Background: an optimization exercise with open tools, aiming at small area and a short achievable clock period. Do not read the settings as production practice. Function was checked by simulation only, so behaviour that the tests miss may differ from the original. Power figures rest on the tool's default switching activity, not on a simulated workload.

==> job 6978 <==
// ALU_Micros1
module ALU_Micros1(
  input  [7:0] iA,
  input  [7:0] iB,
  input  [4:0] ALU_Sel,
  input        iClk,
  output [7:0] oRESALU,
  output [4:0] oBanderas
);
clock: 13.0 ns
lec_check: 0
abc_area: 1
cap_margin: 20
core_margin: 2
core_utilization: 65
slew_margin: 20
synth_hierarchical: 1
synth_minimum_keep_size: 0
standard.sh (not shown) runs the stock make flow with config.mk's settings and CLKGATE_MAP_FILE= SYNTH_SCRIPT=/design/flow/synth_recipe.tcl, a recipe that flattens the netlist after the stock synthesis.
==> flow/flow/run.sh <==
#!/bin/bash
# The standard layout (standard.sh) with these changes:
#  - synthesis maps full adders (Yosys extract_fa) only inside the design's `fa` module,
#    instead of wherever a 3-input XOR/majority pair appears (in the divider that put slow
#    adder cells on the critical path); everything else is left to ABC as usual;
#  - the port buffers that placement inserts are sky130_fd_sc_hd__buf_2;
set -euo pipefail
W=$PWD
rm -rf "$W/scripts_fa"
cp -r "$FLOW_HOME/scripts" "$W/scripts_fa"
sed -i 's/^  extract_fa {\*}\[dont_use_extract_fa_args\]$/  extract_fa {*}[dont_use_extract_fa_args] fa/' "$W/scripts_fa/synth.tcl"
grep -q 'extract_fa {\*}\[dont_use_extract_fa_args\] fa$' "$W/scripts_fa/synth.tcl"
export BUFFER_PORTS_ARGS="-buffer_cell sky130_fd_sc_hd__buf_2"
bash standard.sh SCRIPTS_DIR="$W/scripts_fa" SETUP_SLACK_MARGIN=6.5 finish > "$W/flow.log" 2>&1
==> job 590: changes against job 6978 <==
--- a/flow/design.v
+++ b/flow/design.v
@@ -193,17 +193,21 @@
   wire s6m3p45_p = iA[7] ^ n3[1];
   wire s6m3p45_g = iA[7] & n3[1];
   wire s6m3c46_g = s6m3p45_g | (s6m3p45_p & (s6m3p44_g | (s6m3p44_p & 1'b1)));
   wire s6m3c46_p = s6m3p45_p & s6m3p44_p;
   wire ge6_3 = ((iB <= 8'd1)) & s6m3c46_g;
   assign q[7] = ge6_2;
   assign q[6] = ge6_3 | (ge6_1 & ~ge6_2);
+  wire sl6_3 = ge6_3;
+  wire sl6_2 = ge6_2 & ~ge6_3;
+  wire sl6_1 = ge6_1 & ~ge6_2;
+  wire sl6_0 = ~ge6_1;
   wire [1:0] r6;
-  assign r6[0] = ge6_3 ? ~s6m3p44_p : ge6_2 ? iA[6] : ge6_1 ? ~s6m1p40_p : iA[6];
-  assign r6[1] = ge6_3 ? (s6m3p45_p ^ (s6m3p44_g | (s6m3p44_p & 1'b1))) : ge6_2 ? ~s6m2p43_p : ge6_1 ? (s6m1p41_p ^ (s6m1p40_g | (s6m1p40_p & 1'b1))) : iA[7];
+  assign r6[0] = (sl6_3 & ~s6m3p44_p) | (sl6_2 & iA[6]) | (sl6_1 & ~s6m1p40_p) | (sl6_0 & iA[6]);
+  assign r6[1] = (sl6_3 & (s6m3p45_p ^ (s6m3p44_g | (s6m3p44_p & 1'b1)))) | (sl6_2 & ~s6m2p43_p) | (sl6_1 & (s6m1p41_p ^ (s6m1p40_g | (s6m1p40_p & 1'b1)))) | (sl6_0 & iA[7]);
   wire s4m1p47_p = iA[4] ^ n1[0];
   wire s4m1p47_g = iA[4] & n1[0];
   wire s4m1p48_p = iA[5] ^ n1[1];
   wire s4m1p48_g = iA[5] & n1[1];
   wire s4m1p49_p = r6[0] ^ n1[2];
   wire s4m1p49_g = r6[0] & n1[2];
   wire s4m1p50_p = r6[1] ^ n1[3];
@@ -243,19 +247,23 @@
   wire s4m3c66_g = s4m3p62_g | (s4m3p62_p & s4m3c64_g);
   wire s4m3c66_p = s4m3p62_p & s4m3c64_p;
   wire s4m3c67_g = s4m3c65_g | (s4m3c65_p & s4m3c64_g);
   wire s4m3c67_p = s4m3c65_p & s4m3c64_p;
   wire ge4_3 = ((iB <= 8'd5)) & s4m3c67_g;
   assign q[5] = ge4_2;
   assign q[4] = ge4_3 | (ge4_1 & ~ge4_2);
+  wire sl4_3 = ge4_3;
+  wire sl4_2 = ge4_2 & ~ge4_3;
+  wire sl4_1 = ge4_1 & ~ge4_2;
+  wire sl4_0 = ~ge4_1;
   wire [3:0] r4;
-  assign r4[0] = ge4_3 ? ~s4m3p60_p : ge4_2 ? iA[4] : ge4_1 ? ~s4m1p47_p : iA[4];
-  assign r4[1] = ge4_3 ? (s4m3p61_p ^ (s4m3p60_g | (s4m3p60_p & 1'b1))) : ge4_2 ? ~s4m2p55_p : ge4_1 ? (s4m1p48_p ^ (s4m1p47_g | (s4m1p47_p & 1'b1))) : iA[5];
-  assign r4[2] = ge4_3 ? (s4m3p62_p ^ s4m3c64_g) : ge4_2 ? (s4m2p56_p ^ (s4m2p55_g | (s4m2p55_p & 1'b1))) : ge4_1 ? (s4m1p49_p ^ s4m1c51_g) : r6[0];
-  assign r4[3] = ge4_3 ? (s4m3p63_p ^ s4m3c66_g) : ge4_2 ? (s4m2p57_p ^ s4m2c58_g) : ge4_1 ? (s4m1p50_p ^ s4m1c53_g) : r6[1];
+  assign r4[0] = (sl4_3 & ~s4m3p60_p) | (sl4_2 & iA[4]) | (sl4_1 & ~s4m1p47_p) | (sl4_0 & iA[4]);
+  assign r4[1] = (sl4_3 & (s4m3p61_p ^ (s4m3p60_g | (s4m3p60_p & 1'b1)))) | (sl4_2 & ~s4m2p55_p) | (sl4_1 & (s4m1p48_p ^ (s4m1p47_g | (s4m1p47_p & 1'b1)))) | (sl4_0 & iA[5]);
+  assign r4[2] = (sl4_3 & (s4m3p62_p ^ s4m3c64_g)) | (sl4_2 & (s4m2p56_p ^ (s4m2p55_g | (s4m2p55_p & 1'b1)))) | (sl4_1 & (s4m1p49_p ^ s4m1c51_g)) | (sl4_0 & r6[0]);
+  assign r4[3] = (sl4_3 & (s4m3p63_p ^ s4m3c66_g)) | (sl4_2 & (s4m2p57_p ^ s4m2c58_g)) | (sl4_1 & (s4m1p50_p ^ s4m1c53_g)) | (sl4_0 & r6[1]);
   wire s2m1p68_p = iA[2] ^ n1[0];
   wire s2m1p68_g = iA[2] & n1[0];
   wire s2m1p69_p = iA[3] ^ n1[1];
   wire s2m1p69_g = iA[3] & n1[1];
   wire s2m1p70_p = r4[0] ^ n1[2];
   wire s2m1p70_g = r4[0] & n1[2];
   wire s2m1p71_p = r4[1] ^ n1[3];
@@ -325,21 +333,25 @@
   wire s2m3c102_g = s2m3p95_g | (s2m3p95_p & s2m3c101_g);
   wire s2m3c102_p = s2m3p95_p & s2m3c101_p;
   wire s2m3c103_g = s2m3c99_g | (s2m3c99_p & s2m3c101_g);
   wire s2m3c103_p = s2m3c99_p & s2m3c101_p;
   wire ge2_3 = ((iB <= 8'd21)) & s2m3c103_g;
   assign q[3] = ge2_2;
   assign q[2] = ge2_3 | (ge2_1 & ~ge2_2);
+  wire sl2_3 = ge2_3;
+  wire sl2_2 = ge2_2 & ~ge2_3;
+  wire sl2_1 = ge2_1 & ~ge2_2;
+  wire sl2_0 = ~ge2_1;
   wire [5:0] r2;
-  assign r2[0] = ge2_3 ? ~s2m3p91_p : ge2_2 ? iA[2] : ge2_1 ? ~s2m1p68_p : iA[2];
-  assign r2[1] = ge2_3 ? (s2m3p92_p ^ (s2m3p91_g | (s2m3p91_p & 1'b1))) : ge2_2 ? ~s2m2p81_p : ge2_1 ? (s2m1p69_p ^ (s2m1p68_g | (s2m1p68_p & 1'b1))) : iA[3];
-  assign r2[2] = ge2_3 ? (s2m3p93_p ^ s2m3c97_g) : ge2_2 ? (s2m2p82_p ^ (s2m2p81_g | (s2m2p81_p & 1'b1))) : ge2_1 ? (s2m1p70_p ^ s2m1c74_g) : r4[0];
-  assign r2[3] = ge2_3 ? (s2m3p94_p ^ s2m3c100_g) : ge2_2 ? (s2m2p83_p ^ s2m2c86_g) : ge2_1 ? (s2m1p71_p ^ s2m1c77_g) : r4[1];
-  assign r2[4] = ge2_3 ? (s2m3p95_p ^ s2m3c101_g) : ge2_2 ? (s2m2p84_p ^ s2m2c88_g) : ge2_1 ? (s2m1p72_p ^ s2m1c78_g) : r4[2];
-  assign r2[5] = ge2_3 ? (s2m3p96_p ^ s2m3c102_g) : ge2_2 ? (s2m2p85_p ^ s2m2c89_g) : ge2_1 ? (s2m1p73_p ^ s2m1c79_g) : r4[3];
+  assign r2[0] = (sl2_3 & ~s2m3p91_p) | (sl2_2 & iA[2]) | (sl2_1 & ~s2m1p68_p) | (sl2_0 & iA[2]);
+  assign r2[1] = (sl2_3 & (s2m3p92_p ^ (s2m3p91_g | (s2m3p91_p & 1'b1)))) | (sl2_2 & ~s2m2p81_p) | (sl2_1 & (s2m1p69_p ^ (s2m1p68_g | (s2m1p68_p & 1'b1)))) | (sl2_0 & iA[3]);
+  assign r2[2] = (sl2_3 & (s2m3p93_p ^ s2m3c97_g)) | (sl2_2 & (s2m2p82_p ^ (s2m2p81_g | (s2m2p81_p & 1'b1)))) | (sl2_1 & (s2m1p70_p ^ s2m1c74_g)) | (sl2_0 & r4[0]);
+  assign r2[3] = (sl2_3 & (s2m3p94_p ^ s2m3c100_g)) | (sl2_2 & (s2m2p83_p ^ s2m2c86_g)) | (sl2_1 & (s2m1p71_p ^ s2m1c77_g)) | (sl2_0 & r4[1]);
+  assign r2[4] = (sl2_3 & (s2m3p95_p ^ s2m3c101_g)) | (sl2_2 & (s2m2p84_p ^ s2m2c88_g)) | (sl2_1 & (s2m1p72_p ^ s2m1c78_g)) | (sl2_0 & r4[2]);
+  assign r2[5] = (sl2_3 & (s2m3p96_p ^ s2m3c102_g)) | (sl2_2 & (s2m2p85_p ^ s2m2c89_g)) | (sl2_1 & (s2m1p73_p ^ s2m1c79_g)) | (sl2_0 & r4[3]);
   wire s0m1p104_p = iA[0] ^ n1[0];
   wire s0m1p104_g = iA[0] & n1[0];
   wire s0m1p105_p = iA[1] ^ n1[1];
   wire s0m1p105_g = iA[1] & n1[1];
   wire s0m1p106_p = r2[0] ^ n1[2];
   wire s0m1p106_g = r2[0] & n1[2];
   wire s0m1p107_p = r2[1] ^ n1[3];
--- a/flow/flow/run.sh
+++ b/flow/flow/run.sh
@@ -7,8 +7,8 @@
 set -euo pipefail
 W=$PWD
 rm -rf "$W/scripts_fa"
 cp -r "$FLOW_HOME/scripts" "$W/scripts_fa"
 sed -i 's/^  extract_fa {\*}\[dont_use_extract_fa_args\]$/  extract_fa {*}[dont_use_extract_fa_args] fa/' "$W/scripts_fa/synth.tcl"
 grep -q 'extract_fa {\*}\[dont_use_extract_fa_args\] fa$' "$W/scripts_fa/synth.tcl"
 export BUFFER_PORTS_ARGS="-buffer_cell sky130_fd_sc_hd__buf_2"
-bash standard.sh SCRIPTS_DIR="$W/scripts_fa" SETUP_SLACK_MARGIN=6.5 finish > "$W/flow.log" 2>&1
+bash standard.sh SCRIPTS_DIR="$W/scripts_fa" SETUP_SLACK_MARGIN=6 finish > "$W/flow.log" 2>&1
CORE_UTILIZATION = 70   (was 65)
==> job 1472: changes against job 6978 <==
--- a/flow/design.v
+++ b/flow/design.v
@@ -106,47 +106,47 @@
   wire m6_s = ~(pp0_4 ^ pp1_3);
   wire m6_c = pp0_4 | pp1_3;
   wire m7_s, m7_c;
   fa u_m7 (.a(pp0_5), .b(pp1_4), .c(pp2_3), .s(m7_s), .co(m7_c));
   wire m8_s = ~(pp3_2 ^ pp4_1);
   wire m8_c = pp3_2 | pp4_1;
   wire m9_s, m9_c;
-  fa u_m9 (.a(pp2_4), .b(pp3_3), .c(pp4_2), .s(m9_s), .co(m9_c));
+  fa u_m9 (.a(m1_s), .b(pp2_4), .c(pp3_3), .s(m9_s), .co(m9_c));
   wire m10_s, m10_c;
-  fa u_m10 (.a(pp5_1), .b(pp6_0), .c(m1_s), .s(m10_s), .co(m10_c));
+  fa u_m10 (.a(pp4_2), .b(pp5_1), .c(pp6_0), .s(m10_s), .co(m10_c));
   wire m11_s, m11_c;
-  fa u_m11 (.a(pp5_2), .b(pp6_1), .c(pp7_0), .s(m11_s), .co(m11_c));
+  fa u_m11 (.a(m2_s), .b(m3_s), .c(pp5_2), .s(m11_s), .co(m11_c));
   wire m12_s, m12_c;
-  fa u_m12 (.a(m1_c), .b(m3_s), .c(m2_s), .s(m12_s), .co(m12_c));
-  wire mx13 = pp6_2 ^ pp7_1 ^ m3_c;
-  wire mx14 = mx4 ^ mx5 ^ m2_c;
+  fa u_m12 (.a(pp6_1), .b(pp7_0), .c(m1_c), .s(m12_s), .co(m12_c));
+  wire mx13 = mx4 ^ mx5 ^ pp6_2;
+  wire mx14 = pp7_1 ^ m2_c ^ m3_c;
   wire m15_s = ~(pp0_3 ^ pp1_2);
   wire m15_c = pp0_3 | pp1_2;
   wire m16_s, m16_c;
-  fa u_m16 (.a(pp2_2), .b(pp3_1), .c(pp4_0), .s(m16_s), .co(m16_c));
+  fa u_m16 (.a(m6_s), .b(pp2_2), .c(pp3_1), .s(m16_s), .co(m16_c));
   wire m17_s, m17_c;
-  fa u_m17 (.a(pp5_0), .b(m6_c), .c(m8_s), .s(m17_s), .co(m17_c));
+  fa u_m17 (.a(m7_s), .b(m8_s), .c(pp5_0), .s(m17_s), .co(m17_c));
   wire m18_s, m18_c;
-  fa u_m18 (.a(m8_c), .b(m7_c), .c(m9_s), .s(m18_s), .co(m18_c));
+  fa u_m18 (.a(m9_s), .b(m10_s), .c(m7_c), .s(m18_s), .co(m18_c));
   wire m19_s, m19_c;
-  fa u_m19 (.a(m9_c), .b(m11_s), .c(m10_c), .s(m19_s), .co(m19_c));
-  wire mx20 = m11_c ^ mx13 ^ mx14;
+  fa u_m19 (.a(m11_s), .b(m12_s), .c(m9_c), .s(m19_s), .co(m19_c));
+  wire mx20 = mx13 ^ mx14 ^ m11_c;
   wire m21_s = ~(pp0_2 ^ pp1_1);
   wire m21_c = pp0_2 | pp1_1;
   wire m22_s, m22_c;
-  fa u_m22 (.a(pp2_1), .b(pp3_0), .c(m15_s), .s(m22_s), .co(m22_c));
+  fa u_m22 (.a(m15_s), .b(pp2_1), .c(pp3_0), .s(m22_s), .co(m22_c));
   wire m23_s, m23_c;
-  fa u_m23 (.a(m15_c), .b(m6_s), .c(m16_s), .s(m23_s), .co(m23_c));
+  fa u_m23 (.a(m16_s), .b(pp4_0), .c(m15_c), .s(m23_s), .co(m23_c));
   wire m24_s, m24_c;
-  fa u_m24 (.a(m16_c), .b(m7_s), .c(m17_s), .s(m24_s), .co(m24_c));
+  fa u_m24 (.a(m17_s), .b(m6_c), .c(m16_c), .s(m24_s), .co(m24_c));
   wire m25_s, m25_c;
-  fa u_m25 (.a(m17_c), .b(m10_s), .c(m18_s), .s(m25_s), .co(m25_c));
+  fa u_m25 (.a(m18_s), .b(m8_c), .c(m17_c), .s(m25_s), .co(m25_c));
   wire m26_s, m26_c;
-  fa u_m26 (.a(m18_c), .b(m12_s), .c(m19_s), .s(m26_s), .co(m26_c));
-  wire mx27 = m12_c ^ m19_c ^ mx20;
+  fa u_m26 (.a(m19_s), .b(m10_c), .c(m18_c), .s(m26_s), .co(m26_c));
+  wire mx27 = mx20 ^ m12_c ^ m19_c;
   wire [8:0] P;
   wire [8:0] mfx = {~mx27, ~m26_s, ~m25_s, ~m24_s, ~m23_s, ~m22_s, ~m21_s, ~pp0_1, ~pp0_0};
   wire [8:0] mfy = {~m26_c, ~m25_c, ~m24_c, ~m23_c, ~m22_c, ~m21_c, ~pp2_0, ~pp1_0, 1'b0};
   wire [8:0] mfp = mfx ^ mfy;
   wire [8:0] mfg = mfx & mfy;
   wire mfc28_g = mfg[1] | (mfp[1] & mfg[0]);
   wire mfc28_p = mfp[1] & mfp[0];
--- a/flow/flow/run.sh
+++ b/flow/flow/run.sh
@@ -7,8 +7,8 @@
 set -euo pipefail
 W=$PWD
 rm -rf "$W/scripts_fa"
 cp -r "$FLOW_HOME/scripts" "$W/scripts_fa"
 sed -i 's/^  extract_fa {\*}\[dont_use_extract_fa_args\]$/  extract_fa {*}[dont_use_extract_fa_args] fa/' "$W/scripts_fa/synth.tcl"
 grep -q 'extract_fa {\*}\[dont_use_extract_fa_args\] fa$' "$W/scripts_fa/synth.tcl"
 export BUFFER_PORTS_ARGS="-buffer_cell sky130_fd_sc_hd__buf_2"
-bash standard.sh SCRIPTS_DIR="$W/scripts_fa" SETUP_SLACK_MARGIN=6.5 finish > "$W/flow.log" 2>&1
+bash standard.sh SCRIPTS_DIR="$W/scripts_fa" SETUP_SLACK_MARGIN=6 finish > "$W/flow.log" 2>&1
==> comparison table <==
	job 590	job 1472	job 6978
Synthesized instance count	813	828	833
Met1 layer wirelength in the final routing	5890 µm	5770 µm	5980 µm
Utilization after layout	0.752	0.721	0.751
Highest Clock Rate	149 MHz	149 MHz	158 MHz
Number of combinational gates with multiple inputs	662	680	683
Fraction of the cycle the final worst path needs	0.516	0.517	0.487
Post-route worst setup slack	6.29 ns	6.27 ns	6.67 ns
Count of standard-cell rows	29	30	30
Buffers and inverters on the worst path	4	3	4
Post-Synth XOR/XNOR Area	0.0750	0.0768	0.0761
End point of the critical path	ALU_Q[0]	Banderas_Q[3]	ALU_Q[0]
Outcome	timing/DRC/antenna clean	timing/DRC/antenna clean	timing/DRC/antenna clean
Adder-Cell Fraction of Synth Area	0.0722	0.0702	0.0698
VDD IR max	0.0912 mV	0.0599 mV	0.0510 mV
Tap cells	77	96	96
Starting density of the core	0.711	0.672	0.675
Area of the die	6990 µm²	7710 µm²	7740 µm²
Die outline width	83.6 µm	87.8 µm	88.0 µm
Power consumed by sequential cells	0.0000580 W	0.0000585 W	0.0000579 W
Clk power	0.0000365 W	0.0000355 W	0.0000375 W
Wire length on met2	6340 µm	6290 µm	6680 µm
Placed cell areas	4640 µm²	4770 µm²	4790 µm²
Detailed Route Iter0 Violations	922	654	623
Number of optimization iterations in the first detailed-route pass	7	8	6
Register-to-register path setup slack	11.85 ns	11.81 ns	11.81 ns

[re-timing with driven ports]
No port has a modelled driver above. Below, the same layouts with a new extraction and two added sets of constraints. Step 1: set_driving_cell puts a clkbuf_16 on iClk and a buf_2 on each other input, an assumption about the parent block. Step 2 times the ports against the registers' clock, not the clock port: input delays grow and output delays shrink by t, the midpoint of the rising clock arrivals with the driver on. Slacks: ideal / step 1 / step 2; pairs: ideal / step 1.
run	t, ns	setup WS [ns]	worst hold slack (ns)	worst setup path at the end	worst slew at a driven data input, ns
job 6978	0.269	6.669 / 6.647 / 6.378	0.429 / 0.429 / 0.429	input to register	0.06
job 590	0.266	6.286 / 6.290 / 6.024	0.419 / 0.419 / 0.419	input to register	0.03
job 1472	0.260	6.273 / 6.272 / 6.012	0.459 / 0.459 / 0.459	input to register	0.04
After both steps every run listed still meets setup and hold. The setup slack of job 6978, which loses most, moves by -0.022 ns with the drivers and by -0.291 ns with both steps.
